What follows belongs to an exercise in optimizing a design on an open flow for small area; a production flow would make more cautious choices. Function was checked by simulation only, so behaviour that the tests miss may differ from the original. No activity file was given, so power comes from the tool's default toggle rates.

==> flow/design.v <==
module edge_det (
  input  wire clk,
  input  wire btn_in,    
  input  wire armed,
  output wire press
);
  reg s0, s1, s2, s3;
  always @(posedge clk) begin
    s0 <= btn_in;
    s1 <= s0;
    s2 <= s1;
    s3 <= s2;
  end
  assign press = armed & ~s2 & s3;
endmodule
module uart_rx (
  input  wire clk,
  input  wire rst,
  input  wire din,
  input  wire tick,
  output wire up,
  output wire down
);
  reg m, s;
  always @(posedge clk) begin
    m <= din;
    s <= m;
  end
  reg [7:0] pos;
  reg ok, b0, we;
  wire idle    = ~|pos[7:3];
  wire lo15    = &pos[3:0];
  wire st_end  = ~|pos[7:4] & (&pos[2:0]);    
  wire sp_end  = pos[7] & pos[4] & lo15;      
  always @(posedge clk) begin
    we <= 1'b0;
    if (rst) pos <= 8'd0;
    else if (tick) begin
      if (idle) begin
        if (~s) pos <= 8'd8;
      end else if (st_end & s) pos <= 8'd0;
      else if (sp_end) begin
        pos <= 8'd0;
        we  <= s & ok;
      end else pos <= pos + 8'd1;
    end
  end
  always @(posedge clk) begin
    if (tick & lo15) begin
      case (pos[7:4])
        4'd1: begin b0 <= s; ok <= 1'b1; end
        4'd2: ok <= ok & ~s;
        4'd3: ok <= ok & s;
        4'd4: ok <= ok & ~s;
        4'd5: ok <= ok & (s == b0);
        4'd7: ok <= ok & s;
        4'd8: ok <= ok & ~s;
        default: ;
      endcase
    end
  end
  assign up   = we & b0;
  assign down = we & ~b0;
endmodule
module uart_keypad (
  input  wire clk,
  input  wire rst,
  output wire tick,
  output wire armed
);
  reg [10:0] c;
  reg [10:0] pc;
  assign tick  = &c[10:7];
  assign armed = pc[10] & pc[8] & pc[7] & pc[5];   
  always @(posedge clk) begin
    if (rst) c <= 11'd45;
    else     c <= c + (tick ? 11'd301 : 11'd128);
  end
  always @(posedge clk) begin
    if (rst) pc <= 11'd0;
    else if (!armed && c == 11'd1792) pc <= pc + 11'd1;
  end
endmodule
module uart_tx (
  input  wire       clk,
  input  wire       rst,
  input  wire       go,      
  input  wire [7:0] chr,     
  output wire       re,
  output wire       rd,
  output wire       dout
);
  reg [3:0] s;
  reg [7:0] baud;
  wire tx_on = ~s[3] | ~s[2] | (s[1] & s[0]);
  wire full  = baud[7] & baud[6] & baud[5] & baud[3] & baud[0];   
  wire w     = s[3] & s[2] & ~s[1] & ~s[0];
  assign re  = s[3] & s[2] & ~s[1] & s[0];
  assign rd  = s[3] & s[2] & s[1] & ~s[0];
  wire stop  = s[3] & ~s[2];
  always @(posedge clk) begin
    if (rst) s <= 4'd12;
    else if (tx_on & full & stop) s <= 4'd12;
    else if ((tx_on & full) | (w & go) | re | rd) s <= s + 4'd1;
  end
  always @(posedge clk) begin
    if (tx_on & ~full) baud <= baud + 8'd1;
    else baud <= 8'd0;
  end
  assign dout = s[3] ? ~(&s) : chr[s[2:0]];
endmodule
module top (
    input wire clk,
    input wire rst,
    input wire rx,
    input wire btn1,
    input wire btn2,
    output wire tx,
    output wire [5:0] led
);
  wire tick, armed;
  uart_keypad u_tb (.clk(clk), .rst(rst), .tick(tick), .armed(armed));
  wire p1, p2;
  edge_det u_ed1 (.clk(clk), .btn_in(btn1), .armed(armed), .press(p1));
  edge_det u_ed2 (.clk(clk), .btn_in(btn2), .armed(armed), .press(p2));
  wire k_up, k_down;
  uart_rx u_rx (.clk(clk), .rst(rst), .din(rx), .tick(tick), .up(k_up), .down(k_down));
  wire b1 = p1 | k_up;
  wire b2 = p2 | k_down;
  wire press_any = b1 | b2;
  reg  [5:0] cnt;
  wire [5:0] next_cnt = b1 ? cnt + 6'd1 : cnt - 6'd1;
  reg       busy, de, sn, pending, adv;
  reg [3:0] idx;
  reg [5:0] lat;
  wire re, rd;
  wire last = idx[3];
  wire adv_set = press_any ? ~busy : (busy & ~re & de & (~last | pending));
  always @(posedge clk) begin
    if (rst) begin
      cnt  <= 6'd0;
      busy <= 1'b0;
    end else if (press_any) begin
      cnt <= next_cnt;
      if (!busy) begin
        busy    <= 1'b1;
        pending <= 1'b0;
        idx     <= 4'd0;
        lat     <= next_cnt;
        de      <= 1'b0;
        sn      <= 1'b0;
      end else pending <= 1'b1;
    end else if (busy) begin
      if (re) de <= 1'b1;
      else if (de) begin
        de <= 1'b0;
        if (last) begin
          if (pending) begin
            pending <= 1'b0;
            idx     <= 4'd0;
            lat     <= cnt;
            sn      <= 1'b1;
          end else busy <= 1'b0;
        end else begin
          idx <= idx + 4'd1;
          sn  <= 1'b1;
        end
      end else if (sn) sn <= 1'b0;
    end
  end
  always @(posedge clk) adv <= adv_set | (adv & ~rd);
  wire [3:0] cur = adv ? (idx == 4'd0 ? 4'd8 : idx - 4'd1) : idx;
  wire [2:0] tens  = lat / 6'd10;
  wire [3:0] units = lat % 6'd10;
  reg  [7:0] chr;
  always @(*) begin
    case (cur)
      4'd0: chr = 8'h43;   
      4'd1: chr = 8'h4E;   
      4'd2: chr = 8'h54;   
      4'd3: chr = 8'h3A;   
      4'd4: chr = 8'h20;   
      4'd5: chr = {5'b00110, tens};
      4'd6: chr = {4'b0011, units};
      4'd7: chr = 8'h0D;   
      default: chr = 8'h0A;   
    endcase
  end
  uart_tx u_tx (.clk(clk), .rst(rst), .go(busy & ~sn), .chr(chr), .re(re), .rd(rd), .dout(tx));
  assign led = ~cnt;
endmodule
==> flow/run.sh <==
#!/bin/bash
# synth_recipe.tcl (not shown) runs the flow's synth.tcl, then flattens the netlist and writes it again
# the make line also repeats each setting of config.mk as NAME=value (left out here)
make -C /OpenROAD-flow-scripts/flow DESIGN_CONFIG=/design/flow/config.mk WORK_HOME=/design/flow/orfs CLKGATE_MAP_FILE= SYNTH_SCRIPT=/design/flow/synth_recipe.tcl finish
==> flow/config.mk <==
export PLATFORM = sky130hd
export DESIGN_NAME = top
export DESIGN_NICKNAME = top
export VERILOG_FILES = /design/flow/design.v
export SDC_FILE = /design/flow/constraint.sdc
export NUM_CORES = 4
export LEC_CHECK = 0
export CAP_MARGIN = 20
export CORE_MARGIN = 2
export CORE_UTILIZATION = 40
export SLEW_MARGIN = 20
==> flow/constraint.sdc <==
create_clock -name core_clock -period 37.0 [get_ports {clk}]
set_input_delay 7.4000 -clock core_clock [delete_from_list [all_inputs] [get_ports {clk}]]
set_output_delay 7.4000 -clock core_clock [all_outputs]
set_load 0.01 [all_outputs]
==> impl_metrics.yaml, run 1 <==
sta:
  tightest_slew_ns: 0.6281
  fmax_ghz: 0.09326
  grt_setup_unrepaired: "no"
  drv_slew: 0
  fin_ws_ns: 26.28
  skew_ns: 0.008495
  fin_crit_sh_pct: 28.98
  slew_headroom_pct: 58.13
  period_minus_slack_ns: 10.72
  final-hold-violation-count: 0
  finalSetupTns_ns: 0
  setup_viol: 0
hold_path:
  hp-class: "reg -> reg"
yosys:
  synth_area_leaders: "dfxtp_1, edfxtp_1, ha_1"
  ys.flop_type: "dfxtp_1"
  yosysTopAreaCellShare_pct: 28.28
  postSynthAreaPerCell_um2: 8.848
  async_flop_share_pct: 0
  synth_seq_area_share_pct: 38.71
  yosysTopAreaCell: "dfxtp_1"
  synth_warnings: 5
  synth-seq-cells: 76
  synth_nets: 516
  syn_inst: 488
  netlist_area_um2: 4318
  synth_edf_count: 15
  synth_cell_types: 75
worst_setup_path:
  cp_data_arrival_time_ns: 3.32
  slowest_stage: "edfxtp_1"
  end_kind: "output port"
  critPathKind: "reg -> out"
  cp-start-kind: "flop"
  crit_path_max_incr_delay_ns: 0.56
  crit_buf_inv: 2
  crit_fanout: 11
  path_delay_family: "compound AO/OA/AOI/OAI gates"
  required_ns: 29.60
  crit_chain: "inv_1 -> ha_1 -> nor3b_1 -> o32ai_1 -> o21ai_1 -> a2111o_1 -> a32oi_1 -> clkdlybuf4s50_1"
place:
  gp_congestion: 0.8449
  dp_hpwl_mm: 5.830
  portBuffers: 11
  dp_slack_ns: 26.69
global_routing:
  antenna_found_initial: 0
  grt_use_total_pct: 15.07
  grt_overflow: 0
  grt_pass1_wl_mm: 14.19
  grt_max_degree: 38
  grt_pass1_vias: 3178
final_layout:
  seq_area_um2: 1672
  final_util_pct: 44.48
  antenna_cells: 0
  nets: 512
  nFillCells: 1046
  syn2layout_area_growth_pct: 7.302
  drive_gt1_share_pct: 7.362
  multi_input_area_um2: 2411
die:
  placementRows: 37
  die_h_um: 107.9
  start_util_pct: 41.45
  die_area_um2: 11640
  core-area_um2: 10420
  io_pins: 12
  die_w_um: 107.9
clocking:
  clk_pin_slew_worst_paths_ns: 0.09
  clock_sinks: 76
  cts_buffers: 9
  h-tree-depth: 3
  cts_tree: "yes"
  post_cts_resized: 0
  ctsRootBufferMaster: "clkbuf_8"
  cts_buffer_depth: 2
  postCtsHoldBufs: 0
  clk-insertion-delay-late_ns: 0.35
  post_cts_buffers: 0
run:
  maxCapViolCount: 0
pwr:
  p_total_uw: 160.4
  p_per_area_nw_per_um2: 34.62
  cellLeakagePower_uw: 0.001736
  vdd_drop_max_mv: 0.01985
drt:
  vias_per_cell: 5.302
  drt_iter0_markers: 126
  drt_wl_total_mm: 8.076
  ant_nets: 0
  wl_per_cell_um: 12.92
  route.detailed.drc: 0
  drtPass1Iterations: 4
  vias: 3314
status:
  status: "no timing/DRC/antenna violations"
[sequential cells by signal (all words and copies together) (netlist names), 4 cells and up]
| register | cells |
|---|---|
| cnt | 6 |
| u_rx.pos | 8 |
| u_tx.s | 4 |
| u_tb.c | 11 |
| u_tx.baud | 8 |
| u_tb.pc | 11 |
| lat | 6 |
| idx | 4 |
[routing by layer]
layer | global-route usage [%] | up-vias | wire length (um)
met4 | 4.670 | 0 | 75
met3 | 3.995 | 6 | 233
li1 | - | 1716 | -
met5 | 0 | - | 0
met2 | 25.88 | 35 | 3886
met1 | 18.37 | 1557 | 3881
[power by group]
part           leakage, uW  switching [uW]  total, uW  internal, uW
Clock            0.0000844            32.9       58.2          25.3
Combinational      0.00102            7.42       13.7          6.29
Sequential        0.000634            2.75       88.5          85.7
Total              0.00174            43.1        160           117
[cell type report]
| cell class | count | share of cell area [%] |
|---|---|---|
| Timing Repair Buffer | 12 | 2.538 |
| Tap cell | 136 | 3.673 |
| Clock inverter | 7 | 1.296 |
| Multi-Input combinational cell | 364 | 52.04 |
| Inverter | 21 | 1.701 |
| Sequential cell | 76 | 36.08 |
| Clock buffer | 9 | 2.674 |
[final timing paths]
check / cells past startpoint / end / from / slack [ns]
worst min-delay path: 0 / u_ed2.s1 / u_ed2.s0 / 0.33
worst min register to register: 0 / u_ed2.s1 / u_ed2.s0 / 0.33
worst max-delay path: 8 / tx / idx[0] / 26.28
worst max register to register: 9 / u_tb.c[9] / u_tb.c[9] / 34.09
[cell usage in the layout, fill, tap and decap left out, types with 7 or more instances in the layout]
cell type,n
a21oi_1,31
a31oi_1,7
and3_1,10
clkbuf_8,9
clkdlybuf4s50_1,11
dfxtp_1,61
edfxtp_1,15
ha_1,22
inv_1,21
nand2_1,24
nand2b_1,10
nand3_1,16
nor2_1,62
nor2b_1,11
nor3_1,13
o21ai_0,19
xnor2_1,21
xor2_1,14
[kinds of logic after synthesis]
family | share of synthesized area (%)
fa+ha+maj | 6.839
buf+inv | 5.448
compound gates | 16.84
mux | 1.449
xor+xnor | 7.100
flops | 38.71
simple gates | 23.62
[Yosys cell counts (4+ instances only)]
library cell and number:
nor2_1 62, dfxtp_1 61, a21oi_1 31, nand2_1 24, ha_1 22, inv_1 21
xnor2_1 21, o21ai_0 19, nand3_1 16, edfxtp_1 15, xor2_1 14, nor3_1 13
nor2b_1 11, and3_1 10, nand2b_1 10, buf_2 8, clkbuf_1 8, a31oi_1 7
and2_1 6, nand4_1 6, a21o_1 5, buf_4 5, o21a_1 5, mux2i_1 4
nor3b_1 4, nor4_1 4, o211ai_1 4, or3_1 4
[stage by stage]
step / hold WS (ns) / area (um^2) / cells
3_5_place_dp: 0.3136 / 4449 / 609
6_report: 0.3318 / 4633 / 625
5_1_grt: 0.3370 / 4633 / 625
2_1_floorplan: 0.3096 / 4318 / 488
3_3_place_gp: 0.3115 / 4449 / 609
4_1_cts: 0.3325 / 4633 / 625
==> run 2: changes to the inputs <==
--- a/flow/config.mk
+++ b/flow/config.mk
@@ -6,4 +6,5 @@
 export NUM_CORES = 4
 export LEC_CHECK = 0
+export ABC_AREA = 1
 export CAP_MARGIN = 20
 export CORE_MARGIN = 2
==> impl_metrics.yaml, run 2 <==
yosys:
  synth.most_common_cell: "nand2_1"
  synth_warnings: 5
  synth_edf_count: 15
  synth-seq-cells: 76
  synth_nets: 573
  ys_top_cells_by_count: "nand2_1, inv_1, dfxtp_1, nor2_1, a21oi_1"
  yosysTopAreaCell: "dfxtp_1"
  synth_area_leaders: "dfxtp_1, edfxtp_1, nand2_1"
  yosysTopAreaCellShare_pct: 29.68
  async_flop_share_pct: 0
  syn_inst: 545
  synth_cell_types: 48
  synth_seq_area_share_pct: 40.63
  netlist_area_um2: 4114
  postSynthAreaPerCell_um2: 7.549
  ys.flop_type: "dfxtp_1"
drt:
  vias: 3455
  drt_iter0_markers: 136
  ant_nets: 0
  vias_per_cell: 4.922
  wl_per_cell_um: 11.11
  drtPass1Iterations: 4
  drt_wl_total_mm: 7.802
  route.detailed.drc: 0
worst_setup_path:
  regToRegStartpoint: "u_tb.pc[7]"
  timing.rr.end: "lat[0]"
  crit_chain: "inv_1 -> ha_1 -> nand3_1 -> o21ai_2 -> nand2_1 -> nor3_1 -> nand2_1 -> inv_1 -> a21oi_1 -> nand2_1 -> nand2_1 -> nand2_1 -> nand2_1 -> a21oi_2 -> clkdlybuf4s50_1"
  end_kind: "output port"
  required_ns: 29.60
  crit_fanout: 5
  reg2reg_slack_ns: 34.20
  crit_buf_inv: 3
  cp-start-kind: "flop"
  r2r_cells: 11
  critPathKind: "reg -> out"
  path_delay_family: "simple AND/OR/NAND/NOR gates"
  crit_path_max_incr_delay_ns: 0.54
  slowest_stage: "clkdlybuf4s50_1"
  cp_data_arrival_time_ns: 2.87
  crit_top_cell: "nand2_1"
sta:
  fmax_ghz: 0.09738
  skew_ns: 0.009804
  final-hold-violation-count: 0
  tightest_slew_ns: 0.8481
  setup_viol: 0
  fin_crit_sh_pct: 27.75
  period_minus_slack_ns: 10.27
  finalSetupTns_ns: 0
  grt_setup_unrepaired: "no"
  hold_ws_ns: 0.3319
  slew_headroom_pct: 43.03
  drv_slew: 0
clocking:
  post_cts_resized: 0
  postCtsHoldBufs: 0
  h-tree-depth: 3
  cts_buffers: 9
  clock_sinks: 76
  post_cts_buffers: 0
  clk_pin_slew_worst_paths_ns: 0.08
  ctsRootBufferMaster: "clkbuf_8"
  cts_buffer_depth: 2
  cts_tree: "yes"
  clk-insertion-delay-late_ns: 0.34
die:
  placementRows: 37
  start_util_pct: 40.58
  die_area_um2: 11110
  die_h_um: 105.4
  die_w_um: 105.4
  core-area_um2: 10140
  io_pins: 12
global_routing:
  grt_overflow: 0
  grt_use_total_pct: 15.20
  grt_max_degree: 25
  grt_pass1_wl_mm: 13.97
  antenna_found_initial: 0
  grt_pass1_vias: 3256
final_layout:
  nets: 589
  final_common_cell: "nand2_1"
  syn2layout_area_growth_pct: 11.25
  top_regs: "u_tb.c x11, u_tb.pc x11"
  antenna_cells: 0
  mostFrequentLayoutCells: "nand2_1, inv_1, dfxtp_1"
  final_util_pct: 45.14
  drive_gt1_share_pct: 9.364
place:
  gp_congestion: 0.8760
  portBuffers: 11
  dp_hpwl_mm: 5.839
hold_path:
  hold_end: "u_ed2.s2"
  hold_depth: 0
  min_from: "u_ed2.s1"
  hp-class: "reg -> reg"
pwr:
  cellLeakagePower_uw: 0.002027
  p_per_area_nw_per_um2: 37.02
  p_total_uw: 169.5
  vdd_drop_max_mv: 0.01948
status:
  status: "no timing/DRC/antenna violations"
run:
  maxCapViolCount: 0
[run 2: cell count changes in the layout (fill, tap and decap cells not counted), sizes merged, moves of 6 or more]
cell,previous run,this run
a21oi,32,42
nand2,24,103
xnor2,21,2
nand2b,10,0
nand3,16,34
and2,6,0
inv,24,95
and3,10,4
nor2b,11,0
o21ai,22,31
xor2,14,4
[run 2: power by group]
group / switching [uW] / internal [uW]
registers: 2.36 / 86.1
clock network: 31.0 / 35.0
logic: 9.82 / 5.20
total: 43.2 / 126
[run 2: kinds of logic after synthesis]
logic type	after synthesis	share of synthesized area, %
XOR/XNOR	6	1.277
AO/OA/AOI/OAI	103	14.66
AND/OR/NAND/NOR	235	26.67
flip-flops	76	40.63
buffers and inverters	102	9.580
adder cells (fa/ha/maj)	23	7.178
[run 2: worst max-delay path by stage]
stage | from | to | slack, ns | cells after the start
after floorplan | idx[0] | tx | 27.77 | 14
after global placement | idx[0] | tx | 27.16 | 15
after detailed placement | idx[0] | tx | 27.08 | 18
after CTS | idx[0] | tx | 26.71 | 18
after global routing | idx[0] | tx | 26.36 | 15
final | idx[0] | tx | 26.73 | 15
[run 2: cell type report]
class,count,area (um^2)
fillers,1010,5562
multi-input cells,367,2048
flip-flops and latches,76,1672
inverters,94,352.8
well taps,136,170.2
clock buffers,11,151.4
repair buffers,13,125.1
clock inverters,5,57.56
[run 2: per-stage QoR]
stage                     worst slack [ns]  instances  cell area [um^2]
after floorplan                      27.77        545              4114
after global placement               27.16        686              4368
after detailed placement             27.08        686              4368
after CTS                            26.71        702              4577
after global routing                 26.36        702              4577
final                                26.73        702              4577
[run 2: routing by layer]
layer	GRT usage (%)	up-vias	wire (um)
li1	-	1834	-
met1	19.03	1569	3823
met2	25.58	39	3625
met3	3.401	13	199
met4	5.524	0	155
met5	0	-	0
==> run 3: changes to the inputs <==
--- a/flow/design.v
+++ b/flow/design.v
@@ -29,24 +29,19 @@
   reg [7:0] pos;
   reg ok, b0, we;
-  wire idle    = ~|pos[7:3];
-  wire lo15    = &pos[3:0];
-  wire st_end  = ~|pos[7:4] & (&pos[2:0]);    
-  wire sp_end  = pos[7] & pos[4] & lo15;      
+  wire [3:0] ph = pos[7:4];
+  wire idle = pos[7] & pos[6];
+  wire dec  = tick & ~pos[3] & pos[2] & pos[1] & pos[0];
+  wire ph0  = ~|ph;
+  wire stp  = pos[7] & pos[4];
+  wire leave = dec & ((ph0 & s) | stp);
   always @(posedge clk) begin
     we <= 1'b0;
-    if (rst) pos <= 8'd0;
-    else if (tick) begin
-      if (idle) begin
-        if (~s) pos <= 8'd8;
-      end else if (st_end & s) pos <= 8'd0;
-      else if (sp_end) begin
-        pos <= 8'd0;
-        we  <= s & ok;
-      end else pos <= pos + 8'd1;
-    end
+    if (rst | leave) pos <= 8'hff;
+    else if (tick & (~idle | ~s)) pos <= pos + 8'd1;
+    if (~rst & dec & stp) we <= s & ok;
   end
   always @(posedge clk) begin
-    if (tick & lo15) begin
-      case (pos[7:4])
+    if (dec) begin
+      case (ph)
         4'd1: begin b0 <= s; ok <= 1'b1; end
         4'd2: ok <= ok & ~s;
@@ -63,21 +58,18 @@
   assign down = we & ~b0;
 endmodule
-module uart_keypad (
-  input  wire clk,
-  input  wire rst,
-  output wire tick,
-  output wire armed
-);
-  reg [10:0] c;
+module uart_keypad (input wire clk, input wire rst, output wire tick, output wire armed);
+  reg [3:0] hi; reg [6:0] lo;
   reg [10:0] pc;
-  assign tick  = &c[10:7];
-  assign armed = pc[10] & pc[8] & pc[7] & pc[5];   
+  assign tick  = &hi;
+  assign armed = (pc[10:9]==2'b11) && (pc[7:0]==8'b00001001);
+  wire [7:0] lo45 = {1'b0, lo} + 8'd45;
   always @(posedge clk) begin
-    if (rst) c <= 11'd45;
-    else     c <= c + (tick ? 11'd301 : 11'd128);
+    if (rst) begin hi <= 4'd0; lo <= 7'd45; end
+    else if (tick) begin hi <= {2'b00, lo45[7], ~lo45[7]}; lo <= lo45[6:0]; end
+    else hi <= hi + 4'd1;
   end
   always @(posedge clk) begin
     if (rst) pc <= 11'd0;
-    else if (!armed && c == 11'd1792) pc <= pc + 11'd1;
+    else if (!armed && hi == 4'd14 && lo == 7'd0) pc <= {pc[9:0], ~(pc[10] ^ pc[8])};
   end
 endmodule
@@ -85,6 +77,6 @@
   input  wire       clk,
   input  wire       rst,
-  input  wire       go,      
-  input  wire [7:0] chr,     
+  input  wire       go,
+  input  wire [7:0] chr,
   output wire       re,
   output wire       rd,
@@ -92,7 +84,7 @@
 );
   reg [3:0] s;
-  reg [7:0] baud;
+  reg [7:0] baud;    
   wire tx_on = ~s[3] | ~s[2] | (s[1] & s[0]);
-  wire full  = baud[7] & baud[6] & baud[5] & baud[3] & baud[0];   
+  wire full  = (baud == 8'd168);
   wire w     = s[3] & s[2] & ~s[1] & ~s[0];
   assign re  = s[3] & s[2] & ~s[1] & s[0];
@@ -105,5 +97,5 @@
   end
   always @(posedge clk) begin
-    if (tx_on & ~full) baud <= baud + 8'd1;
+    if (tx_on & ~full) baud <= {baud[6:0], ~(baud[7] ^ baud[5] ^ baud[4] ^ baud[3])};
     else baud <= 8'd0;
   end
==> impl_metrics.yaml, run 3 <==
die:
  io_pins: 12
  core-area_um2: 9729
  placementRows: 36
  die_h_um: 104.0
  die_w_um: 104.0
  start_util_pct: 41.15
  die_area_um2: 10830
global_routing:
  grt_pass1_vias: 3042
  grt_overflow: 0
  antenna_found_initial: 0
  grt_use_total_pct: 14.31
  grt_max_degree: 21
  grt_pass1_wl_mm: 13.02
yosys:
  synth_area_leaders: "dfxtp_1, edfxtp_1, inv_1"
  ys.flop_type: "dfxtp_1"
  postSynthAreaPerCell_um2: 7.820
  yosysTopAreaCell: "dfxtp_1"
  synth_warnings: 5
  synth.most_common_cell: "inv_1"
  synth-seq-cells: 76
  ys_top_cells_by_count: "inv_1, nand2_1, dfxtp_1, nor2_1, nand3_1"
  syn_inst: 512
  yosysTopAreaCellShare_pct: 30.50
  synth_cell_types: 46
  synth_edf_count: 15
  synth_nets: 534
  async_flop_share_pct: 0
  netlist_area_um2: 4004
  synth_seq_area_share_pct: 41.75
drt:
  drtPass1Iterations: 4
  vias_per_cell: 4.800
  ant_nets: 0
  route.detailed.drc: 0
  wl_per_cell_um: 10.84
  vias: 3187
  drt_iter0_markers: 124
  drt_wl_total_mm: 7.201
worst_setup_path:
  regToRegStartpoint: "u_tb.pc[6]"
  r2r_cells: 11
  cp-start-kind: "flop"
  end_kind: "output port"
  cp_data_arrival_time_ns: 2.96
  required_ns: 29.60
  crit_fanout: 5
  timing.rr.end: "lat[0]"
  reg2reg_slack_ns: 34.00
  critPathKind: "reg -> out"
sta:
  drv_slew: 0
  fmax_ghz: 0.09651
  final-hold-violation-count: 0
  finalSetupTns_ns: 0
  tightest_slew_ns: 0.7059
  period_minus_slack_ns: 10.36
  grt_setup_unrepaired: "no"
  skew_ns: 0.009784
  slew_headroom_pct: 52.76
  fin_crit_sh_pct: 28.00
  setup_viol: 0
hold_path:
  min_from: "u_ed1.s1"
  hold_depth: 0
  hold_end: "u_ed1.s2"
  hp-class: "reg -> reg"
clocking:
  h-tree-depth: 3
  cts_tree: "yes"
  ctsRootBufferMaster: "clkbuf_8"
  clock_sinks: 76
  clk_pin_slew_worst_paths_ns: 0.08
  post_cts_resized: 0
  cts_buffer_depth: 2
  postCtsHoldBufs: 0
  post_cts_buffers: 0
  clk-insertion-delay-late_ns: 0.35
  cts_buffers: 9
pwr:
  p_sw_uw: 44.56
  p_per_area_nw_per_um2: 37.06
  switching_share_pct: 27.29
  vdd_drop_max_mv: 0.01644
  p_int_uw: 118.7
  comb_power_share_pct: 10.7
  p_seq_share_pct: 54.7
  cellLeakagePower_uw: 0.001893
  clock_power_share_pct: 34.6
final_layout:
  design_area_um2: 4405
  final_common_cell: "inv_1"
  mostFrequentLayoutCells: "inv_1, nand2_1, dfxtp_1"
  antenna_cells: 0
  top_regs: "u_tb.pc x11, u_rx.pos x8, u_tx.baud x8"
  nFillCells: 1024
  largest_register_ffs: 11
  nets: 548
  final_util_pct: 45.28
  syn2layout_area_growth_pct: 10.03
  stdcell_count: 664
  drive_gt1_share_pct: 11.11
  regMostFlops: "u_tb.pc"
place:
  portBuffers: 11
  post-place-cells: 648
  gp_congestion: 0.8613
  place_area_um2: 4232
  dp_hpwl_mm: 5.400
run:
  maxCapViolCount: 0
status:
  status: "no timing/DRC/antenna violations"
[run 3: worst max-delay path by stage]
stage / from / endpoint / slack [ns] / cells after the start
finish: idx[1] / tx / 26.64 / 15
global route: idx[1] / tx / 26.37 / 17
CTS: idx[1] / tx / 26.61 / 17
detailed placement: idx[1] / tx / 27.00 / 17
global placement: idx[1] / tx / 27.09 / 17
floorplan: idx[0] / tx / 27.71 / 16
[run 3: logic make-up (layout without fill, tap and decap cells)]
kind of cell,after synthesis,after routing,share of synthesized area (%)
buffers and inverters,99,118,9.844
DFF,76,76,41.75
adders and majority gates,17,17,5.500
and+or+nand+nor,222,222,27.09
xor gates and xnor gates,12,12,3.000
AOI/OAI and AO/OA,86,86,12.81
[run 3: layout make-up]
cell class	instances	area, um^2	share of cell area (%)
clock inverter	6	36.28	0.8236
inverter	90	337.8	7.668
sequential	76	1672	37.94
tap	133	166.4	3.777
clock buffer	10	137.6	3.124
multi-input combinational	337	1938	43.99
timing repair buffer	12	117.6	2.670
[run 3: worst max-delay path: stages, from the launching register on]
cell	delay (ns)
edfxtp_1	0.42
inv_1	0.17
ha_1	0.19
inv_1	0.05
nor3_2	0.19
nand2_2	0.12
nand3_2	0.15
inv_1	0.11
nor3b_1	0.18
o21ai_0	0.11
nand3_1	0.08
nand2_1	0.05
nand2_1	0.06
a21oi_1	0.07
a21oi_2	0.13
clkdlybuf4s50_1	0.54
[run 3: layer usage]
| layer | vias up | GRT usage (%) | wire length (um) |
|---|---|---|---|
| met3 | 15 | 2.569 | 179 |
| met1 | 1429 | 17.34 | 3494 |
| met5 | - | 0 | 0 |
| met2 | 37 | 24.67 | 3363 |
| li1 | 1706 | - | - |
| met4 | 0 | 6.564 | 163 |
[run 3: power groups by stage]
stage	logic, uW	clock network (uW)	registers (uW)
detailed placement	17.3	0	91.3
global route	20.6	62.6	89.7
CTS	17.5	59.2	89.4
floorplan	13.6	0	90.3
global placement	17.3	0	91.3
finish	17.5	56.5	89.3
[run 3: per-stage QoR]
stage                     setup WS (ns)  power (uW)  hold slack (ns)
after global routing              26.37       172.8           0.3415
after floorplan                   27.71       104.0           0.3096
final                             26.64       163.3           0.3303
after global placement            27.09       108.7           0.3133
after detailed placement          27.00       108.7           0.3132
after CTS                         26.61       166.1           0.3332
==> run 4: changes to the inputs <==
==> flow/flow/run.sh (new file) <==
#!/bin/bash
# Standard ORFS layout with three changes: an area-oriented ABC mapping
# script for synthesis (registers are untouched), no dummy loads in clock
# tree synthesis, and the smallest buffer on the ports.
set -euo pipefail
W=$(pwd)
rm -rf "$W/myscripts"
cp -r "$FLOW_HOME/scripts" "$W/myscripts"
cp "$W/flow/abc_area.script" "$W/myscripts/abc_area.script"
bash standard.sh SCRIPTS_DIR="$W/myscripts" synth > "$W/synth.log" 2>&1
export CTS_ARGS="-sink_clustering_enable -repair_clock_nets -dont_use_dummy_load"
export BUFFER_PORTS_ARGS="-buffer_cell sky130_fd_sc_hd__buf_1"
bash standard.sh > "$W/layout.log" 2>&1
==> flow/flow/abc_area.script (new file) <==
strash
dc2
dch -f
amap
topo
==> flow/standard.sh (new file) <==
#!/bin/bash
# synth_recipe.tcl (not shown) runs the flow's synth.tcl, then flattens the netlist and writes it again
# the make line also repeats each setting of config.mk as NAME=value (left out here)
make -C /OpenROAD-flow-scripts/flow DESIGN_CONFIG=/design/flow/config.mk WORK_HOME=/design/flow/orfs CLKGATE_MAP_FILE= SYNTH_SCRIPT=/design/flow/synth_recipe.tcl "${@:-finish}"
removed: flow/run.sh
==> impl_metrics.yaml, run 4 <==
sta:
  tightest_slew_ns: 0.8152
  fin_ws_ns: 26.12
  slew_headroom_pct: 45.08
  fmax_ghz: 0.09195
  setup_viol: 0
  final-hold-violation-count: 0
  skew_ns: 0.02044
  grt_setup_unrepaired: "no"
  drv_slew: 0
  period_minus_slack_ns: 10.88
  finalSetupTns_ns: 0
  fin_crit_sh_pct: 29.39
worst_setup_path:
  crit_fanout: 5
  slowest_stage: "edfxtp_1"
  crit_top_cell: "nor2_1"
  critPathKind: "reg -> out"
  crit_chain: "o21ai_0 -> nor2_1 -> clkinv_1 -> o211a_1 -> a21oi_1 -> nor2_1 -> o22a_1 -> a21o_1 -> o21ai_0 -> clkinv_1 -> or3_1 -> a311oi_1 -> o32a_1 -> nor2_1 -> nor2_1 -> a21oi_1 -> buf_1"
  end_kind: "output port"
  required_ns: 29.60
  crit_path_max_incr_delay_ns: 0.40
  cp-start-kind: "flop"
  cp_data_arrival_time_ns: 3.48
drt:
  drt_iter0_markers: 100
  route.detailed.drc: 0
  drtPass1Iterations: 4
  vias_per_cell: 5.373
  vias: 2912
  wl_per_cell_um: 12.31
  drt_wl_total_mm: 6.671
  ant_nets: 0
pwr:
  p_per_area_nw_per_um2: 38.24
  vdd_drop_max_mv: 0.01891
  cellLeakagePower_uw: 0.001383
  p_total_uw: 147.7
die:
  die_h_um: 98.27
  die_area_um2: 9657
  core-area_um2: 8678
  placementRows: 34
  die_w_um: 98.27
  start_util_pct: 40.96
  io_pins: 12
global_routing:
  grt_max_degree: 22
  grt_overflow: 0
  grt_use_total_pct: 15.12
  antenna_found_initial: 0
  grt_pass1_wl_mm: 12.19
  grt_pass1_vias: 2784
yosys:
  synth-seq-cells: 76
  syn_inst: 413
  yosysTopAreaCellShare_pct: 34.35
  synth_nets: 435
  synth_warnings: 5
  async_flop_share_pct: 0
  ys_top_cells_by_count: "nor2_1, clkinv_1, dfxtp_1, nand2_1, a21oi_1"
  synth_area_leaders: "dfxtp_1, edfxtp_1, nor2_1"
  synth_edf_count: 15
  synth_cell_types: 42
  synth_seq_area_share_pct: 47.03
  yosysTopAreaCell: "dfxtp_1"
  ys.flop_type: "dfxtp_1"
  postSynthAreaPerCell_um2: 8.607
  synth.most_common_cell: "nor2_1"
  netlist_area_um2: 3555
final_layout:
  nets: 458
  drive_gt1_share_pct: 2.535
  regMostFlops: "u_tb.pc"
  syn2layout_area_growth_pct: 8.659
  final_common_cell: "nor2_1"
  mostFrequentLayoutCells: "nor2_1, clkinv_1, dfxtp_1"
  top_regs: "u_tb.pc x11, u_rx.pos x8, u_tx.baud x8"
  largest_register_ffs: 11
  antenna_cells: 0
status:
  status: "no timing/DRC/antenna violations"
clocking:
  post_cts_resized: 0
  h-tree-depth: 3
  postCtsHoldBufs: 0
  clk-insertion-delay-late_ns: 0.33
  ctsRootBufferMaster: "clkbuf_8"
  cts_buffer_depth: 2
  post_cts_buffers: 0
  cts_tree: "yes"
  clk_pin_slew_worst_paths_ns: 0.06
  cts_buffers: 9
  clock_sinks: 76
hold_path:
  hp-class: "reg -> reg"
place:
  portBuffers: 11
  dp_slack_ns: 26.55
  dp_hpwl_mm: 5.036
  gp_congestion: 0.8766
run:
  maxCapViolCount: 0
-- run 4: final cells by class --
class,instances,area (um^2)
timing repair buffer,13,56.30
tap,108,135.1
fill,899,4816
clock buffer,9,123.9
inverter,61,229.0
sequential,76,1672
multi-input combinational,275,1647
-- run 4: path summary, 6_finish.rpt --
check / from / to / slack (ns) / cells after the start
max: lat[5] / tx / 26.12 / 17
min: u_rx.m / u_rx.s / 0.33 / 0
max reg2reg: u_tb.pc[5] / lat[4] / 33.38 / 10
min reg2reg: u_rx.m / u_rx.s / 0.33 / 0
-- run 4: kinds of logic after synthesis --
family / count (synthesis) / synth area share (%)
simple gates: 153 / 19.50
xor+xnor: 1 / 0.2464
compound gates: 104 / 20.38
fa+ha+maj: 17 / 6.195
flops: 76 / 47.03
buf+inv: 62 / 6.653
-- run 4: power by group --
group / internal (uW) / switching (uW)
clock network: 21.7 / 24.3
logic: 4.68 / 7.93
registers: 86.4 / 2.67
total: 113 / 34.9
-- run 4: worst max-delay path, delay by kind of cell (launching register included) --
| family | cells | cell delay [ns] |
|---|---|---|
| flip-flops | 1 | 0.40 |
| AO/OA/AOI/OAI | 9 | 1.53 |
| AND/OR/NAND/NOR | 5 | 0.78 |
| buffers and inverters | 3 | 0.44 |
-- run 4: per-stage QoR --
stage	instances	hold WS, ns	utilization (%)	cell area, um^2
floorplan	413	0.3096	-	3555
global placement	533	0.3111	43.08	3739
detailed placement	533	0.3121	43.08	3739
CTS	542	0.3283	44.51	3862
global route	542	0.3339	44.51	3862
finish	542	0.3283	44.51	3862
-- run 4: routing by layer --
layer	wire length (um)	vias up	GRT usage, %	share of wire, %
met2	3131	30	24.29	47
met1	3281	1363	20.13	49
met5	0	-	0	0
li1	-	1508	-	-
met4	105	0	6.533	1.6
met3	153	11	2.649	2.3
==> run 5: changes to the inputs <==
--- a/flow/design.v
+++ b/flow/design.v
@@ -122,5 +122,5 @@
   wire press_any = b1 | b2;
   reg  [5:0] cnt;
-  wire [5:0] next_cnt = b1 ? cnt + 6'd1 : cnt - 6'd1;
+  wire [5:0] cnt_nx = b1 ? cnt + 6'd1 : b2 ? cnt - 6'd1 : cnt;
   reg       busy, de, sn, pending, adv;
   reg [3:0] idx;
@@ -131,13 +131,11 @@
   always @(posedge clk) begin
     if (rst) begin
-      cnt  <= 6'd0;
       busy <= 1'b0;
     end else if (press_any) begin
-      cnt <= next_cnt;
       if (!busy) begin
         busy    <= 1'b1;
         pending <= 1'b0;
         idx     <= 4'd0;
-        lat     <= next_cnt;
+        lat     <= cnt_nx;
         de      <= 1'b0;
         sn      <= 1'b0;
@@ -151,5 +149,5 @@
             pending <= 1'b0;
             idx     <= 4'd0;
-            lat     <= cnt;
+            lat     <= cnt_nx;   
             sn      <= 1'b1;
           end else busy <= 1'b0;
@@ -161,4 +159,5 @@
     end
   end
+  always @(posedge clk) cnt <= rst ? 6'd0 : cnt_nx;
   always @(posedge clk) adv <= adv_set | (adv & ~rd);
   wire [3:0] cur = adv ? (idx == 4'd0 ? 4'd8 : idx - 4'd1) : idx;
==> flow/flow/abc_area.script (replaced) <==
strash
dc2
dch -f
amap
strash
dch -f
amap
topo
==> impl_metrics.yaml, run 5 <==
clocking:
  cts_buffer_depth: 2
  clk_pin_slew_worst_paths_ns: 0.09
  h-tree-depth: 3
  clk-insertion-delay-late_ns: 0.36
  ctsRootBufferMaster: "clkbuf_8"
  post_cts_buffers: 0
  post_cts_resized: 0
  cts_tree: "yes"
  clock_sinks: 76
  cts_buffers: 9
  postCtsHoldBufs: 0
drt:
  drt_wl_total_mm: 6.474
  route.detailed.drc: 0
  drtPass1Iterations: 5
  drt_iter0_markers: 170
  vias: 2859
  vias_per_cell: 5.256
  ant_nets: 0
  wl_per_cell_um: 11.90
place:
  portBuffers: 11
  place_area_um2: 3649
  gp_congestion: 0.7560
  dp_slack_ns: 26.55
  post-place-cells: 535
  dp_hpwl_mm: 4.737
sta:
  setup_viol: 0
  fmax_ghz: 0.09257
  slew_headroom_pct: 41.92
  finalSetupTns_ns: 0
  period_minus_slack_ns: 10.80
  drv_slew: 0
  grt_setup_unrepaired: "no"
  skew_ns: 0.03134
  final-hold-violation-count: 0
  tightest_slew_ns: 0.8645
  fin_crit_sh_pct: 29.20
  fin_ws_ns: 26.20
pwr:
  cellLeakagePower_uw: 0.001311
  p_per_area_nw_per_um2: 39.36
  vdd_drop_max_mv: 0.02659
die:
  start_util_pct: 41.79
  die_h_um: 97.12
  core-area_um2: 8299
  io_pins: 12
  die_area_um2: 9431
  die_w_um: 97.12
  placementRows: 33
final_layout:
  drive_gt1_share_pct: 2.278
  final_util_pct: 45.45
  stdcell_count: 544
  final_common_cell: "nor2_1"
  antenna_cells: 0
  regMostFlops: "u_tb.pc"
  nets: 460
  syn2layout_area_growth_pct: 8.766
  design_area_um2: 3772
  top_regs: "u_tb.pc x11, u_rx.pos x8, u_tx.baud x8"
  largest_register_ffs: 11
  mostFrequentLayoutCells: "nor2_1, clkinv_1, dfxtp_1"
global_routing:
  grt_util_met3_pct: 4.317
  grt_use_total_pct: 14.77
  grt_pass1_vias: 2576
  met1_usage_pct: 19.45
  gr-usage-met2_pct: 23.18
  grt_pass1_wl_mm: 11.52
  antenna_found_initial: 0
  grt_busiest_layer: "met2"
  grt_overflow: 0
  grt_max_degree: 31
run:
  maxCapViolCount: 0
worst_setup_path:
  cp_data_arrival_time_ns: 3.40
  startpoint: "idx[0]"
  end_kind: "output port"
  reg2reg_slack_ns: 33.31
  timing.rr.end: "lat[0]"
  regToRegStartpoint: "u_tb.pc[5]"
  critPathKind: "reg -> out"
  crit_fanout: 6
  crit_end: "tx"
  required_ns: 29.60
  cp-start-kind: "flop"
  r2r_cells: 9
yosys:
  yosysTopAreaCell: "dfxtp_1"
  postSynthAreaPerCell_um2: 8.297
  synth_area_leaders: "dfxtp_1, edfxtp_1, nor2_1"
  synth-seq-cells: 76
  ys_top_cells_by_count: "nor2_1, clkinv_1, dfxtp_1, o21ai_0, a21oi_1"
  netlist_area_um2: 3468
  ys.flop_type: "dfxtp_1"
  synth.most_common_cell: "nor2_1"
  synth_nets: 437
  synth_cell_types: 41
  async_flop_share_pct: 0
  synth_seq_area_share_pct: 48.20
  syn_inst: 418
  yosysTopAreaCellShare_pct: 35.21
  synth_warnings: 5
  synth_edf_count: 15
status:
  status: "no timing/DRC/antenna violations"
hold_path:
  hp-class: "reg -> reg"
run 5: cell types whose count changed after synthesis, moves of 3 or more:
cell     previous run  this run
a31oi_1             3         8
nand2_1            26        20
nor2_1             70        81
nor3b_1             4         1
nor4_1              2         6
o21ai_0            21        28
o221a_1            10         0
o22ai_1            10        17
run 5: kinds of logic (layout without fill, tap and decap cells):
group	count (synthesis)	in the layout	synth area share, %
compound gates	107	107	19.30
fa+ha+maj	14	14	5.051
buf+inv	61	82	6.602
flops	76	76	48.20
simple gates	160	160	20.85
run 5: cell type report:
class,instances,area [um^2]
Sequential cell,76,1672
Fill cell,822,4527
Multi-Input combinational cell,281,1568
Tap cell,105,131.4
Clock buffer,9,123.9
Timing Repair Buffer,12,48.80
Inverter,61,229.0
run 5: critical path, cell delays in order (launching register included):
cell and delay [ns]:
edfxtp_1 0.44, clkinv_1 0.14, ha_1 0.25, a31oi_1 0.24, clkinv_1 0.09, o22ai_1 0.30
clkinv_1 0.14, nor3_1 0.27, nand2_1 0.15, a221oi_1 0.21, o21ai_0 0.11, o311ai_0 0.10
nand2_1 0.09, a31oi_1 0.18, a211oi_1 0.06, a31oi_1 0.15, buf_1 0.16
run 5: stage by stage:
| stage | total power (uW) | hold slack, ns |
|---|---|---|
| global route | 156.2 | 0.3441 |
| detailed placement | 102.1 | 0.3121 |
| global placement | 101.9 | 0.3114 |
| finish | 148.5 | 0.3338 |
| floorplan | 98.63 | 0.3096 |
| CTS | 150.7 | 0.3356 |
run 5: power by group:
group | total, uW | switching [uW] | internal [uW]
Combinational | 11.6 | 7.65 | 3.94
Clock | 48.0 | 26.3 | 21.7
Sequential | 88.9 | 2.53 | 86.4
Total | 148 | 36.5 | 112
run 5: worst min path at each step:
stage / endpoint / depth (start not counted) / slack, ns / from
floorplan: u_ed1.s1 / 0 / 0.31 / u_ed1.s0
global placement: u_ed2.s2 / 0 / 0.31 / u_ed2.s1
detailed placement: u_ed1.s2 / 0 / 0.31 / u_ed1.s1
CTS: u_ed2.s1 / 0 / 0.34 / u_ed2.s0
global route: u_ed1.s2 / 0 / 0.34 / u_ed1.s1
finish: u_ed2.s1 / 0 / 0.33 / u_ed2.s0
run 5: layer usage:
layer | vias to the layer above | part of all wire [%]
met5 | - | 0
met1 | 1282 | 51
li1 | 1530 | -
met3 | 13 | 2.9
met4 | 0 | 1.6
met2 | 34 | 44
==> run 6: changes to the inputs <==
--- a/flow/flow/run.sh
+++ b/flow/flow/run.sh
@@ -9,5 +9,5 @@
 cp "$W/flow/abc_area.script" "$W/myscripts/abc_area.script"
 bash standard.sh SCRIPTS_DIR="$W/myscripts" synth > "$W/synth.log" 2>&1
-export CTS_ARGS="-sink_clustering_enable -repair_clock_nets -dont_use_dummy_load"
+export CTS_ARGS="-sink_clustering_enable -repair_clock_nets -dont_use_dummy_load -sink_clustering_size 25 -sink_clustering_max_diameter 300 -buf_list {sky130_fd_sc_hd__clkbuf_4 sky130_fd_sc_hd__clkbuf_8}"
 export BUFFER_PORTS_ARGS="-buffer_cell sky130_fd_sc_hd__buf_1"
 bash standard.sh > "$W/layout.log" 2>&1
==> flow/flow/abc_area.script (replaced) <==
strash
dc2
dch -f
amap
topo
==> impl_metrics.yaml, run 6 <==
status:
  status: "no timing/DRC/antenna violations"
worst_setup_path:
  crit_fanout: 4
  crit_chain: "o21ai_0 -> nor2_1 -> nor2_1 -> o21a_1 -> nor2_1 -> nor2_1 -> o22ai_1 -> o21ai_0 -> o21ai_0 -> clkinv_1 -> nor2_1 -> nor2_1 -> a2111o_1 -> nand3_1 -> nand2_1 -> nand3_1 -> a21oi_1 -> a31oi_1 -> buf_1"
  cp_data_arrival_time_ns: 3.35
  r2r_cells: 9
  required_ns: 29.60
  end_kind: "output port"
  critPathKind: "reg -> out"
  crit_top_cell: "nor2_1"
  timing.rr.end: "lat[0]"
  cp-start-kind: "flop"
  reg2reg_slack_ns: 33.23
  crit_path_max_incr_delay_ns: 0.38
  regToRegStartpoint: "u_tb.pc[5]"
  slowest_stage: "a2111o_1"
sta:
  fin_crit_sh_pct: 29.06
  drv_slew: 0
  finalSetupTns_ns: 0
  grt_setup_unrepaired: "no"
  setup_viol: 0
  skew_ns: 0.02691
  slew_headroom_pct: 41.66
  tightest_slew_ns: 0.8684
  fin_ws_ns: 26.25
  fmax_ghz: 0.09300
  final-hold-violation-count: 0
  period_minus_slack_ns: 10.75
  hold_ws_ns: 0.3322
final_layout:
  final_util_pct: 44.44
  regMostFlops: "u_tb.pc"
  mostFrequentLayoutCells: "nor2_1, clkinv_1, dfxtp_1"
  drive_gt1_share_pct: 2.278
  nets: 460
  syn2layout_area_growth_pct: 8.720
  antenna_cells: 0
  final_common_cell: "nor2_1"
  top_regs: "u_tb.pc x11, u_rx.pos x8, u_tx.baud x8"
  design_area_um2: 3837
  largest_register_ffs: 11
global_routing:
  grt_use_total_pct: 14.38
  grt_pass1_vias: 2754
  antenna_found_initial: 0
  grt_overflow: 0
  grt_max_degree: 24
  grt_pass1_wl_mm: 11.56
clocking:
  clock_sinks: 76
  cts_buffer_depth: 2
  post_cts_resized: 0
  cts_tree: "yes"
  ctsRootBufferMaster: "clkbuf_8"
  cts_buffers: 9
  h-tree-depth: 3
  post_cts_buffers: 0
  clk-insertion-delay-late_ns: 0.35
  clk_pin_slew_worst_paths_ns: 0.08
  postCtsHoldBufs: 0
drt:
  drt_iter0_markers: 116
  vias: 2867
  ant_nets: 0
  vias_per_cell: 5.241
  drt_wl_total_mm: 6.422
  drtPass1Iterations: 4
  route.detailed.drc: 0
  wl_per_cell_um: 11.74
yosys:
  postSynthAreaPerCell_um2: 8.444
  synth_area_leaders: "dfxtp_1, edfxtp_1, nor2_1"
  synth_nets: 437
  synth.most_common_cell: "nor2_1"
  async_flop_share_pct: 0
  synth_cell_types: 39
  ys.flop_type: "dfxtp_1"
  synth-adder-area-share_pct: 4.963
  synth_compound_gate_area_share_pct: 19.64
  synth_edf_count: 15
  yosysTopAreaCellShare_pct: 34.60
  synth-xor-area-share_pct: 0.2481
  synth_seq_area_share_pct: 47.36
  synth_warnings: 5
  synth_mux_area_share_pct: 0
  yosysTopAreaCell: "dfxtp_1"
  netlist_area_um2: 3530
  synth_top_family_by_area: "simple AND/OR/NAND/NOR gates"
  synth-seq-cells: 76
  ys_top_cells_by_count: "nor2_1, clkinv_1, dfxtp_1, o21ai_0, a21oi_1"
  syn_inst: 418
  synth-simple-area-share_pct: 20.45
die:
  die_w_um: 97.94
  core-area_um2: 8636
  io_pins: 12
  die_area_um2: 9591
  die_h_um: 97.94
  placementRows: 34
  start_util_pct: 40.87
run:
  maxCapViolCount: 0
pwr:
  vdd_drop_max_mv: 0.02065
  p_per_area_nw_per_um2: 39.59
  cellLeakagePower_uw: 0.001317
place:
  gp_congestion: 0.8991
  dp_hpwl_mm: 4.698
  place_area_um2: 3714
  dp_slack_ns: 26.60
  portBuffers: 11
hold_path:
  hold_end: "u_ed1.s1"
  hp-class: "reg -> reg"
  hold_depth: 0
  min_from: "u_ed1.s0"
run 6: cell count changes after synthesis, sizes merged, moves of 3 or more:
cell | previous run | this run
o221a | 0 | 10
clkinv | 61 | 69
nor2 | 81 | 77
o22ai | 17 | 4
a211oi | 8 | 5
o21ai | 28 | 24
or2 | 4 | 7
run 6: area by class of cell:
| class | instances | area (um^2) |
|---|---|---|
| inverters | 69 | 259.0 |
| repair buffers | 12 | 48.80 |
| multi-input cells | 273 | 1599 |
| well taps | 108 | 135.1 |
| clock buffers | 9 | 123.9 |
| fillers | 869 | 4798 |
| flip-flops and latches | 76 | 1672 |
run 6: worst max-delay path, delay by kind of cell, from the launching register on:
kind,cells,cell delay [ns]
flip-flops,1,0.37
AO/OA/AOI/OAI,8,1.37
buffers and inverters,2,0.36
AND/OR/NAND/NOR,9,0.92
run 6: kinds of logic after synthesis:
family / after synthesis
and+or+nand+nor: 158
AOI/OAI and AO/OA: 100
DFF: 76
buffers and inverters: 69
adders and majority gates: 14
xor gates and xnor gates: 1
run 6: worst max-delay path by stage:
stage / from / end / slack, ns / depth (start not counted)
after global routing: lat[5] / tx / 25.78 / 19
after global placement: lat[3] / tx / 26.73 / 19
final: lat[3] / tx / 26.25 / 19
after CTS: lat[3] / tx / 26.23 / 19
after detailed placement: lat[5] / tx / 26.60 / 19
after floorplan: lat[3] / tx / 27.01 / 18
run 6: per-layer routing:
metal	track usage [%]	wire, um	up-vias
li1	-	-	1514
met1	18.23	3204	1304
met2	22.76	2913	37
met3	4.223	187	12
met4	6.410	116	0
met5	0	0	-
run 6: per-stage QoR:
step	power, uW	instances
floorplan	102.0	418
global placement	105.9	538
detailed placement	106.2	538
CTS	153.7	547
global route	160.3	547
finish	151.9	547
run 6: power by group:
| part | switching [uW] | internal [uW] |
|---|---|---|
| combinational | 9.04 | 5.12 |
| clock | 25.9 | 21.7 |
| sequential | 3.26 | 86.8 |
==> run 7: changes to the inputs <==
--- a/flow/flow/run.sh
+++ b/flow/flow/run.sh
@@ -9,5 +9,5 @@
 cp "$W/flow/abc_area.script" "$W/myscripts/abc_area.script"
 bash standard.sh SCRIPTS_DIR="$W/myscripts" synth > "$W/synth.log" 2>&1
-export CTS_ARGS="-sink_clustering_enable -repair_clock_nets -dont_use_dummy_load -sink_clustering_size 25 -sink_clustering_max_diameter 300 -buf_list {sky130_fd_sc_hd__clkbuf_4 sky130_fd_sc_hd__clkbuf_8}"
+export CTS_ARGS="-sink_clustering_enable -repair_clock_nets -dont_use_dummy_load -sink_clustering_size 40 -sink_clustering_max_diameter 300 -buf_list sky130_fd_sc_hd__clkbuf_8"
 export BUFFER_PORTS_ARGS="-buffer_cell sky130_fd_sc_hd__buf_1"
 bash standard.sh > "$W/layout.log" 2>&1
==> impl_metrics.yaml, run 7 <==
yosys:
  ys_top_cells_by_count: "nor2_1, clkinv_1, dfxtp_1, o21ai_0, a21oi_1"
  synth_nets: 437
  ys.flop_type: "dfxtp_1"
  synth-seq-cells: 76
  postSynthAreaPerCell_um2: 8.444
  synth.most_common_cell: "nor2_1"
  yosysTopAreaCellShare_pct: 34.60
  synth_seq_area_share_pct: 47.36
  syn_inst: 418
  async_flop_share_pct: 0
  synth_edf_count: 15
  netlist_area_um2: 3530
  yosysTopAreaCell: "dfxtp_1"
  synth_warnings: 5
  synth_area_leaders: "dfxtp_1, edfxtp_1, nor2_1"
  synth_cell_types: 39
sta:
  fin_ws_ns: 26.25
  hold_ws_ns: 0.3322
  fmax_ghz: 0.09300
  slew_headroom_pct: 41.66
  finalSetupTns_ns: 0
  period_minus_slack_ns: 10.75
  final-hold-violation-count: 0
  tightest_slew_ns: 0.8684
  setup_viol: 0
  drv_slew: 0
  fin_crit_sh_pct: 29.06
  skew_ns: 0.02691
  grt_setup_unrepaired: "no"
drt:
  drt_wl_total_mm: 6.422
  dr_wl_met3_um: 187
  vias: 2867
  vias_per_cell: 5.241
  wl_per_cell_um: 11.74
  wl_met2_mm: 2.913
  ant_nets: 0
  highest_layer: "met4"
  drtPass1Iterations: 4
  route.detailed.drc: 0
  drt_iter0_markers: 116
  wl_met1_mm: 3.204
hold_path:
  hold_end: "u_ed1.s1"
  hold_depth: 0
  min_from: "u_ed1.s0"
  hp-class: "reg -> reg"
clocking:
  clk-insertion-delay-late_ns: 0.35
  ctsRootBufferMaster: "clkbuf_8"
  cts_tree: "yes"
  cts_buffer_depth: 2
  clk_pin_slew_worst_paths_ns: 0.08
  cts_buffers: 9
  clock_sinks: 76
  post_cts_buffers: 0
  h-tree-depth: 3
  post_cts_resized: 0
  postCtsHoldBufs: 0
die:
  start_util_pct: 40.87
  die_area_um2: 9591
  io_pins: 12
  placementRows: 34
  core-area_um2: 8636
  die_h_um: 97.94
  die_w_um: 97.94
final_layout:
  antenna_cells: 0
  final_common_cell: "nor2_1"
  syn2layout_area_growth_pct: 8.720
  top_regs: "u_tb.pc x11, u_rx.pos x8, u_tx.baud x8"
  largest_register_ffs: 11
  drive_gt1_share_pct: 2.278
  regMostFlops: "u_tb.pc"
  mostFrequentLayoutCells: "nor2_1, clkinv_1, dfxtp_1"
  nets: 460
worst_setup_path:
  required_ns: 29.60
  cp-start-kind: "flop"
  timing.rr.end: "lat[0]"
  crit_fanout: 4
  crit_path_max_incr_delay_ns: 0.38
  r2r_cells: 9
  cp_data_arrival_time_ns: 3.35
  regToRegStartpoint: "u_tb.pc[5]"
  end_kind: "output port"
  slowest_stage: "a2111o_1"
  reg2reg_slack_ns: 33.23
  critPathKind: "reg -> out"
  crit_top_cell: "nor2_1"
  crit_chain: "o21ai_0 -> nor2_1 -> nor2_1 -> o21a_1 -> nor2_1 -> nor2_1 -> o22ai_1 -> o21ai_0 -> o21ai_0 -> clkinv_1 -> nor2_1 -> nor2_1 -> a2111o_1 -> nand3_1 -> nand2_1 -> nand3_1 -> a21oi_1 -> a31oi_1 -> buf_1"
global_routing:
  grt_max_degree: 24
  grt_pass1_vias: 2754
  grt_use_total_pct: 14.38
  antenna_found_initial: 0
  grt_pass1_wl_mm: 11.56
  grt_overflow: 0
pwr:
  p_per_area_nw_per_um2: 39.59
  p_sw_uw: 38.24
  clock_power_share_pct: 31.4
  cellLeakagePower_uw: 0.001317
  comb_power_share_pct: 9.3
  vdd_drop_max_mv: 0.02065
  p_total_uw: 151.9
  p_seq_share_pct: 59.3
  p_int_uw: 113.7
  switching_share_pct: 25.17
place:
  portBuffers: 11
  dp_hpwl_mm: 4.698
  gp_congestion: 0.8991
  dp_slack_ns: 26.60
status:
  status: "no timing/DRC/antenna violations"
run:
  maxCapViolCount: 0
-- run 7: cell counts in the layout (fill, tap and decap cells not counted) --
No cell type changed its count.
-- run 7: logic make-up after synthesis --
family                   after synthesis  share of synthesized area [%]
AO/OA/AOI/OAI                        100                          19.64
XOR/XNOR                               1                         0.2482
adder cells (fa/ha/maj)               14                          4.963
buffers and inverters                 69                          7.338
flip-flops                            76                          47.36
AND/OR/NAND/NOR                      158                          20.45
-- run 7: routing by layer --
layer / vias up / GRT usage, %
met5: - / 0
met4: 0 / 6.410
met3: 12 / 4.223
met2: 37 / 22.76
met1: 1304 / 18.23
li1: 1514 / -
-- run 7: worst max-delay path, delay by kind of cell, from the launching register on --
family / cells / cell delay [ns]
compound gates: 8 / 1.37
simple gates: 9 / 0.92
flops: 1 / 0.37
buf+inv: 2 / 0.36
-- run 7: final cells by class --
type / instances / area (um^2)
clock buffers: 9 / 123.9
repair buffers: 12 / 48.80
multi-input cells: 273 / 1599
well taps: 108 / 135.1
fillers: 869 / 4798
inverters: 69 / 259.0
flip-flops and latches: 76 / 1672
-- run 7: stage by stage --
step / utilization [%] / std cells / cell area [um^2]
4_1_cts: 44.44 / 547 / 3837
5_1_grt: 44.44 / 547 / 3837
3_5_place_dp: 43.00 / 538 / 3714
6_report: 44.44 / 547 / 3837
3_3_place_gp: 43.00 / 538 / 3714
2_1_floorplan: - / 418 / 3530
-- run 7: power groups by stage --
| stage | sequential [uW] | clock [uW] | combinational (uW) |
|---|---|---|---|
| detailed placement | 91.9 | 0 | 14.3 |
| global route | 90.5 | 52.8 | 17.0 |
| floorplan | 91.0 | 0 | 10.9 |
| global placement | 91.8 | 0 | 14.1 |
| finish | 90.1 | 47.7 | 14.2 |
| CTS | 90.0 | 49.4 | 14.3 |
-- run 7: worst max-delay path by stage --
stage / endpoint / slack, ns / from
final: tx / 26.25 / lat[3]
after global routing: tx / 25.78 / lat[5]
after CTS: tx / 26.23 / lat[3]
after detailed placement: tx / 26.60 / lat[5]
after global placement: tx / 26.73 / lat[3]
after floorplan: tx / 27.01 / lat[3]
==> run 8: changes to the inputs <==
--- a/flow/design.v
+++ b/flow/design.v
@@ -28,5 +28,6 @@
   end
   reg [7:0] pos;
-  reg ok, b0, we;
+  reg ok, b0;
+  wire we = pos[7] & pos[6] & ~pos[0];
   wire [3:0] ph = pos[7:4];
   wire idle = pos[7] & pos[6];
@@ -36,8 +37,7 @@
   wire leave = dec & ((ph0 & s) | stp);
   always @(posedge clk) begin
-    we <= 1'b0;
-    if (rst | leave) pos <= 8'hff;
-    else if (tick & (~idle | ~s)) pos <= pos + 8'd1;
-    if (~rst & dec & stp) we <= s & ok;
+    if (rst) pos <= 8'hff;
+    else if (leave) pos <= {7'h7f, ~(stp & s & ok)};
+    else if ((tick & (~idle | ~s)) | we) pos <= pos + 8'd1;
   end
   always @(posedge clk) begin
@@ -124,8 +124,24 @@
   wire [5:0] cnt_nx = b1 ? cnt + 6'd1 : b2 ? cnt - 6'd1 : cnt;
   reg       busy, de, sn, pending, adv;
-  reg [3:0] idx;
+  reg [3:0] cur;
   reg [5:0] lat;
   wire re, rd;
-  wire last = idx[3];
+  reg [3:0] nxt1;
+  always @(*) begin
+    case (cur)
+      4'd0: nxt1 = 4'd1;
+      4'd1: nxt1 = 4'd5;
+      4'd5: nxt1 = 4'd13;
+      4'd13: nxt1 = 4'd15;
+      4'd15: nxt1 = 4'd11;
+      4'd11: nxt1 = 4'd3;
+      4'd3: nxt1 = 4'd2;
+      4'd2: nxt1 = 4'd10;
+      4'd10: nxt1 = 4'd0;
+      default: nxt1 = 4'd0;
+    endcase
+  end
+  wire [3:0] nxt = adv ? nxt1 : cur;
+  wire last = adv ? (cur == 4'd2) : (cur == 4'd10);
   wire adv_set = press_any ? ~busy : (busy & ~re & de & (~last | pending));
   always @(posedge clk) begin
@@ -136,5 +152,4 @@
         busy    <= 1'b1;
         pending <= 1'b0;
-        idx     <= 4'd0;
         lat     <= cnt_nx;
         de      <= 1'b0;
@@ -148,12 +163,8 @@
           if (pending) begin
             pending <= 1'b0;
-            idx     <= 4'd0;
             lat     <= cnt_nx;   
             sn      <= 1'b1;
           end else busy <= 1'b0;
-        end else begin
-          idx <= idx + 4'd1;
-          sn  <= 1'b1;
-        end
+        end else sn <= 1'b1;
       end else if (sn) sn <= 1'b0;
     end
@@ -161,5 +172,8 @@
   always @(posedge clk) cnt <= rst ? 6'd0 : cnt_nx;
   always @(posedge clk) adv <= adv_set | (adv & ~rd);
-  wire [3:0] cur = adv ? (idx == 4'd0 ? 4'd8 : idx - 4'd1) : idx;
+  always @(posedge clk) begin
+    if (press_any & ~busy) cur <= 4'd10;
+    else if (rd) cur <= nxt;
+  end
   wire [2:0] tens  = lat / 6'd10;
   wire [3:0] units = lat % 6'd10;
@@ -169,11 +183,12 @@
       4'd0: chr = 8'h43;   
       4'd1: chr = 8'h4E;   
-      4'd2: chr = 8'h54;   
-      4'd3: chr = 8'h3A;   
-      4'd4: chr = 8'h20;   
-      4'd5: chr = {5'b00110, tens};
-      4'd6: chr = {4'b0011, units};
-      4'd7: chr = 8'h0D;   
-      default: chr = 8'h0A;   
+      4'd5: chr = 8'h54;   
+      4'd13: chr = 8'h3A;   
+      4'd15: chr = 8'h20;   
+      4'd11: chr = {5'b00110, tens};
+      4'd3: chr = {4'b0011, units};
+      4'd2: chr = 8'h0D;   
+      4'd10: chr = 8'h0A;   
+      default: chr = 8'h00;
     endcase
   end
--- a/flow/flow/run.sh
+++ b/flow/flow/run.sh
@@ -9,5 +9,5 @@
 cp "$W/flow/abc_area.script" "$W/myscripts/abc_area.script"
 bash standard.sh SCRIPTS_DIR="$W/myscripts" synth > "$W/synth.log" 2>&1
-export CTS_ARGS="-sink_clustering_enable -repair_clock_nets -dont_use_dummy_load -sink_clustering_size 40 -sink_clustering_max_diameter 300 -buf_list sky130_fd_sc_hd__clkbuf_8"
+export CTS_ARGS="-sink_clustering_enable -repair_clock_nets -dont_use_dummy_load"
 export BUFFER_PORTS_ARGS="-buffer_cell sky130_fd_sc_hd__buf_1"
 bash standard.sh > "$W/layout.log" 2>&1
==> flow/flow/abc_area.script (replaced) <==
strash
dc2
dch -f
amap
strash
dch -f
amap
topo
==> impl_metrics.yaml, run 8 <==
final_layout:
  stdcell_count: 533
  top_regs: "u_tb.pc x11, u_rx.pos x8, u_tx.baud x8"
  mostFrequentLayoutCells: "nor2_1, clkinv_1, dfxtp_1"
  drive_gt1_share_pct: 2.570
  antenna_cells: 0
  syn2layout_area_growth_pct: 9.389
  nets: 445
  largest_register_ffs: 11
  regMostFlops: "u_tb.pc"
  final_common_cell: "nor2_1"
drt:
  vias_per_cell: 5.233
  route.detailed.drc: 0
  wl_per_cell_um: 11.71
  ant_nets: 0
  vias: 2789
  drt_wl_total_mm: 6.242
  drt_iter0_markers: 111
  drtPass1Iterations: 4
sta:
  final-hold-violation-count: 0
  tightest_slew_ns: 0.8026
  finalSetupTns_ns: 0
  grt_setup_unrepaired: "no"
  setup_viol: 0
  slew_headroom_pct: 45.93
  drv_slew: 0
  fmax_ghz: 0.08970
  fin_crit_sh_pct: 30.13
  skew_ns: 0.02478
  period_minus_slack_ns: 11.15
yosys:
  synth-xor-area-share_pct: 0
  yosysTopAreaCellShare_pct: 38.61
  synth_compound_gate_area_share_pct: 19.83
  synth_seq_area_share_pct: 48.57
  synth-adder-area-share_pct: 3.771
  synth_nets: 421
  synth_warnings: 5
  postSynthAreaPerCell_um2: 8.173
  synth-seq-cells: 75
  netlist_area_um2: 3318
  synth_top_family_by_area: "simple AND/OR/NAND/NOR gates"
  yosysTopAreaCell: "dfxtp_1"
  synth.most_common_cell: "nor2_1"
  synth_mux_area_share_pct: 0
  async_flop_share_pct: 0
  synth-simple-area-share_pct: 20.48
  synth_area_leaders: "dfxtp_1, edfxtp_1, nor2_1"
  ys_top_cells_by_count: "nor2_1, clkinv_1, dfxtp_1, nand2_1, o21ai_0"
  synth_edf_count: 11
  synth_cell_types: 30
  ys.flop_type: "dfxtp_1"
  syn_inst: 406
clocking:
  h-tree-depth: 3
  cts_buffer_depth: 2
  cts_tree: "yes"
  ctsRootBufferMaster: "clkbuf_8"
  post_cts_buffers: 0
  clk_pin_slew_worst_paths_ns: 0.07
  cts_buffers: 9
  clk-insertion-delay-late_ns: 0.35
  postCtsHoldBufs: 0
  post_cts_resized: 0
  clock_sinks: 75
status:
  status: "no timing/DRC/antenna violations"
worst_setup_path:
  crit_fanout: 4
  end_kind: "output port"
  required_ns: 29.60
  cp_data_arrival_time_ns: 3.75
  critPathKind: "reg -> out"
  cp-start-kind: "flop"
pwr:
  vdd_drop_max_mv: 0.02993
  p_per_area_nw_per_um2: 39.91
  cellLeakagePower_uw: 0.001264
die:
  core-area_um2: 8134
  placementRows: 33
  die_h_um: 95.08
  die_w_um: 95.08
  die_area_um2: 9040
  io_pins: 12
  start_util_pct: 40.79
place:
  post-place-cells: 524
  portBuffers: 11
  gp_congestion: 0.8255
  dp_hpwl_mm: 4.598
global_routing:
  grt_pass1_vias: 2623
  grt_use_total_pct: 15.38
  antenna_found_initial: 0
  grt_max_degree: 28
  grt_pass1_wl_mm: 11.10
  grt_overflow: 0
hold_path:
  hp-class: "reg -> reg"
run:
  maxCapViolCount: 0
-- run 8: logic make-up (layout without fill, tap and decap cells) --
logic type | Yosys count | after routing
AO/OA/AOI/OAI | 101 | 101
buffers and inverters | 65 | 87
adder cells (fa/ha/maj) | 10 | 10
AND/OR/NAND/NOR | 155 | 155
flip-flops | 75 | 75
-- run 8: layout make-up --
| cell class | instances | area [um^2] |
|---|---|---|
| timing repair buffer | 13 | 56.30 |
| clock buffer | 9 | 123.9 |
| fill | 799 | 4504 |
| inverter | 65 | 244.0 |
| tap | 105 | 131.4 |
| sequential | 75 | 1612 |
| multi-input combinational | 266 | 1463 |
-- run 8: routing by layer --
layer  vias up  wire length, um  track usage [%]
met5         -                0                0
met1      1294             3126            18.92
met3         5              170            4.743
li1       1465                -                -
met2        25             2880            26.17
met4         0               63            3.986
-- run 8: final timing paths --
path,start,end,slack (ns),depth (start not counted)
min,u_ed2.s0,u_ed2.s1,0.33,0
max reg2reg,u_tb.pc[5],lat[5],33.56,10
min reg2reg,u_ed2.s0,u_ed2.s1,0.33,0
max,lat[3],tx,25.85,18
-- run 8: report_power, final --
group          leakage [uW]  total [uW]  switching, uW  internal [uW]
Combinational      0.000566        10.9           7.11           3.84
Sequential         0.000632        86.9           2.31           84.6
Clock             0.0000647        47.0           25.3           21.7
Total               0.00126         145           34.7            110
-- run 8: stage by stage --
stage | instance area, um^2 | utilization, % | setup WS, ns | hold slack, ns | total power, uW
floorplan | 3318 | - | 26.78 | 0.3096 | 96.30
global placement | 3506 | 43.10 | 26.38 | 0.3114 | 99.51
detailed placement | 3506 | 43.10 | 26.23 | 0.3143 | 99.60
CTS | 3630 | 44.62 | 25.85 | 0.3326 | 147.0
global route | 3630 | 44.62 | 25.47 | 0.3360 | 152.2
finish | 3630 | 44.62 | 25.85 | 0.3291 | 144.9
-- run 8: critical path, stage by stage, from the launching register on --
cell and delay (ns):
edfxtp_1 0.39, nor2_1 0.07, nor2_1 0.21, o22ai_1 0.15, nor2b_1 0.18, o21ai_0 0.24
clkinv_1 0.12, a21oi_1 0.27, clkinv_1 0.09, o21ai_0 0.15, o221ai_1 0.22, clkinv_1 0.13
a221oi_1 0.09, a2111oi_0 0.38, a21oi_1 0.13, nor2_1 0.10, a211oi_1 0.06, o32a_1 0.30
buf_1 0.13

-- static timing again, ports no longer ideal --
No port has a modelled driver above. Below, the same layouts with a new extraction and two added sets of constraints.
Step 1 sets driving cells, clkbuf_16 on the clock port and buf_2 on the other inputs (assumed; they add their load-dependent delay and slew).
Step 2 adds t to the input delays and takes it off the output delays; t is the mean of the earliest and latest rising clock arrival at the registers after step 1. Input paths then give back, and output paths get back, about the clock's delay inside the block.
a / b / c = ideal ports / drivers / drivers and shift; a / b = the first two.
run | shift t [ns] | setup WS [ns] | cell pins on the clock port's net
run 1 | 0.379 | 26.277 / 26.245 / 26.624 | 1
run 2 | 0.367 | 26.731 / 26.701 / 27.068 | 1
run 3 | 0.373 | 26.639 / 26.607 / 26.980 | 1
run 4 | 0.354 | 26.125 / 26.092 / 26.446 | 1
run 5 | 0.371 | 26.198 / 26.167 / 26.539 | 1
run 6 | 0.368 | 26.247 / 26.216 / 26.585 | 1
run 7 | 0.368 | 26.247 / 26.216 / 26.585 | 1
run 8 | 0.363 | 25.852 / 25.823 / 26.187 | 1
After both steps setup and hold are still met in every run listed.
